From an optimization exercise on the open Yosys and OpenROAD flow, aimed at small area; shortcuts taken in it are not production practice.
Only simulation tests tie the RTL to the original design; equivalence was not proved.

job 682:
Design AES_Composite_enc, start of the top module:
module AES_Composite_enc(Kin, Din, Dout, Krdy, Drdy, Kvld, Dvld, EN, BSY, CLK, RSTn, cc_out);
   input  [127:0] Kin;   
   input  [127:0] Din;   
   output [127:0] Dout;  
   input          Krdy;  
   input          Drdy;  
   output         Kvld;  
   output         Dvld;  
   input          EN;    
   output         BSY;   
   input          CLK;   
   input          RSTn;  
   output reg [31:0] cc_out;
   wire rst = ~RSTn;
   reg [127:0] dat, key, rkey;
   reg [111:0] sh;           
   reg         Dvld, Kvld, BSY, sel;
   reg [7:0]   i;            
   reg [6:0]   p;            
   reg         sv;           
   reg [6:0]   sq;           
   reg [7:0]   rcon;
   reg  [2:0]  cnt;          
   reg         on;
   reg [3:0]   j;
   reg [31:0]  R;
   wire p0  = (p == 7'd0);
   wire p8  = (p == 7'd8);
   wire p72 = (p == 7'd72);
   wire p79 = (p == 7'd79);
   wire [6:0] pinc = p79 ? 7'd0 : p + 7'd1;
  ...
Size: ~4,000 cells after synthesis, roughly 590 flip-flops, ~0.035 mm2 of cells after synthesis.
clock: 14.0 ns
lec_check: 0
cap_margin: 20
core_margin: 2
core_utilization: 65
slew_margin: 20
standard.sh (not shown) runs the stock make flow with config.mk's settings and CLKGATE_MAP_FILE= SYNTH_SCRIPT=/design/flow/synth_recipe.tcl, a recipe that flattens the netlist after the stock synthesis.
==> flow/flow/run.sh <==
#!/bin/bash
# Layout flow: the standard ORFS flow (standard.sh) with
#  - synthesis: the standard script, but abc maps for area (flow/abc_area.script),
#    except the Collatz adder and the S-box that feeds it (kept as modules until the final flatten), which are
#    mapped with flow/abc_fast.script for delay
#  - port buffers: buf_1 instead of the resizer's default pick
#  - CTS: clkbuf_8 buffers, clusters of up to 15 sinks within 70 um, no dummy loads
# The make output goes to flow_make.log; ORFS writes each step's log under orfs/logs/.
set -euo pipefail
W=$PWD
export MY_ABC_SCRIPT=$W/flow/abc_area.script
export MY_ABC_FAST_SCRIPT=$W/flow/abc_fast.script
export SYNTH_KEEP_MODULES="bk_add32 Newlight_sbox_f"
export FLOW_SYNTH_TCL=$W/synth_recipe.tcl
export BUFFER_PORTS_ARGS="-buffer_cell sky130_fd_sc_hd__buf_1"
export CTS_ARGS="-sink_clustering_enable -repair_clock_nets -dont_use_dummy_load -buf_list sky130_fd_sc_hd__clkbuf_8 -sink_clustering_size 15 -sink_clustering_max_diameter 70"
bash standard.sh SYNTH_SCRIPT=$W/flow/my_synth.tcl finish > $W/flow_make.log 2>&1
==> flow/flow/abc_area.script <==
strash
dch
amap -F 10 -A 10
topo
==> flow/flow/abc_fast.script <==
strash
dch
map -a
topo
==> flow/flow/my_synth.tcl <==
proc abc {args} {
  set i [lsearch -exact $args -script]
  set fast_args $args
  lset fast_args [expr {$i+1}] $::env(MY_ABC_FAST_SCRIPT)
  set area_args $args
  lset area_args [expr {$i+1}] $::env(MY_ABC_SCRIPT)
  puts "abc (fast script) on $::env(SYNTH_KEEP_MODULES)"
  yosys abc {*}$fast_args {*}$::env(SYNTH_KEEP_MODULES)
  puts "abc (area script) on the rest"
  yosys abc {*}$area_args
}
source $::env(FLOW_SYNTH_TCL)
Input changes introduced in job 1746 (baseline for comparison: job 682):
-- flow/config.mk --
<<< job 682, line 10
export CORE_UTILIZATION = 65
export SLEW_MARGIN = 20
>>> job 1746, line 10
export CORE_UTILIZATION = 65
export PLACE_DENSITY = 0.8
export SLEW_MARGIN = 20
[summary]
Job 1746 did not stop at any stage, and its layout met the timing, DRC and antenna checks. Job 1746 vs job 682: maximum number of pins on one net before global-route repair up by a few percent. | count of non-CTS inverters in the layout | job 682 vs job 1746 | ≈ equal |. Looking only at number of search-and-repair iterations in the first detailed-routing pass, and setting everything else aside, the lower value of job 682 and job 1746 goes to job 682. Relative to job 682, job 1746 degrades hold slack. Job 682 and job 1746 ended up with roughly the same wire length. In the reports for job 682 and job 1746, the larger number of buffers added by the clock tree synthesis step belongs to job 1746. Changes observed in job 1746 relative to job 682: total area of multi-input combinational cells climbed 0.42%; signal arrival time at the worst endpoint increased 40 ps. Job 682 → job 1746: layout clock buffer count now sits higher.
Changes in job 8605 relative to job 1746:
==> flow/flow/abc_area.script <==
strash
dc2
dch -f
amap -F 10 -A 10
topo
-- flow/config.mk --
<<< job 1746, line 10
export CORE_UTILIZATION = 65
export PLACE_DENSITY = 0.8
export SLEW_MARGIN = 20
>>> job 8605, line 10
export CORE_UTILIZATION = 65
export SLEW_MARGIN = 20
Notes after the runs:
- Job 8605 completed end to end with timing, DRC and antenna clean.
- After synthesis and placement, the instance count of job 8605 is below that of job 1746.
- The setup slack reported for job 8605 is greater than that of job 1746 by 150 ps.
- From job 1746 to job 8605, clock tree buffer count of the final layout did not move at all.
- Diff job 8605..job 1746 | count of multi-input gates | negligible
- Summary of job 8605 over job 1746: final worst hold slack was more or less identical, non-clock buffer share of cell area went down by 0.36 points, cell area after layout went down by about 0.5%.
- [compare] base=job 1746 new=job 8605: data arrival time of the worst path down 150 ps; total die area flat.
The following lists how job 7834 was set up differently from job 8605:
==> flow/flow/run.sh <==
#!/bin/bash
# Layout flow: the standard ORFS flow (standard.sh) with
#  - synthesis: the standard script, but abc maps for area (flow/abc_area.script),
#    except the Collatz adder and the S-box that feeds it (kept as modules until the final flatten), which are
#    mapped with flow/abc_fast.script for delay
#  - port buffers: buf_1 instead of the resizer's default pick
#  - CTS: clkbuf_4 buffers, clusters of up to 8 sinks within 50 um, no dummy loads
# The make output goes to flow_make.log; ORFS writes each step's log under orfs/logs/.
set -euo pipefail
W=$PWD
export MY_ABC_SCRIPT=$W/flow/abc_area.script
export MY_ABC_FAST_SCRIPT=$W/flow/abc_fast.script
export SYNTH_KEEP_MODULES="bk_add32 Newlight_sbox_f"
export FLOW_SYNTH_TCL=$W/synth_recipe.tcl
export BUFFER_PORTS_ARGS="-buffer_cell sky130_fd_sc_hd__buf_1"
export CTS_ARGS="-sink_clustering_enable -repair_clock_nets -dont_use_dummy_load -buf_list sky130_fd_sc_hd__clkbuf_4 -sink_clustering_size 8 -sink_clustering_max_diameter 50"
bash standard.sh SYNTH_SCRIPT=$W/flow/my_synth.tcl finish > $W/flow_make.log 2>&1
==> run summary <==
- Relative to job 8605, buffer count from post-CTS setup fixing increased by 3 in job 7834.
- Job 7834 reports a higher worst max-slew margin expressed relative to the limit than job 8605 does.
- Against job 8605 as the reference, job 7834 delivers a higher non-clock buffer count.
- Global-route usage in job 7834 is 0.27 points above job 8605.

[static timing again, ports no longer ideal]
No port has a modelled driver above. Below, the same layouts with a new extraction and two added sets of constraints.
Step 1 (the two cells are an assumption about what drives the block):
set clk [get_ports {CLK}]
set_driving_cell -lib_cell sky130_fd_sc_hd__clkbuf_16 $clk
set_driving_cell -lib_cell sky130_fd_sc_hd__buf_2 [delete_from_list [all_inputs] $clk]
Step 2 also shifts input and output timing later by t, the mid clock arrival at the registers, as if the neighbouring blocks saw the same clock.
Three values: no drivers, after step 1, after step 2; two values: the first two.
| run | t (ns) | setup slack, ns | worst setup path at the end | slew at the worst register clock pin (ns) | worst slew at a driven data input, ns |
|---|---|---|---|---|---|
| job 682 | 0.734 | 0.339 / 0.275 / 0.446 | input to register | 0.11 / 0.11 | 0.09 |
| job 1746 | 0.722 | 0.298 / 0.237 / 0.362 | input to register | 0.12 / 0.12 | 0.10 |
| job 8605 | 0.738 | 0.451 / 0.391 / 0.415 | input to register | 0.11 / 0.11 | 0.11 |
| job 7834 | 0.928 | 0.358 / 0.295 / 0.070 | input to register | 0.11 / 0.11 | 0.11 |
After both steps setup and hold are still met in every run listed. For job 7834, which loses most, drivers alone change the setup slack by -0.063 ns; drivers and shift together by -0.288 ns.
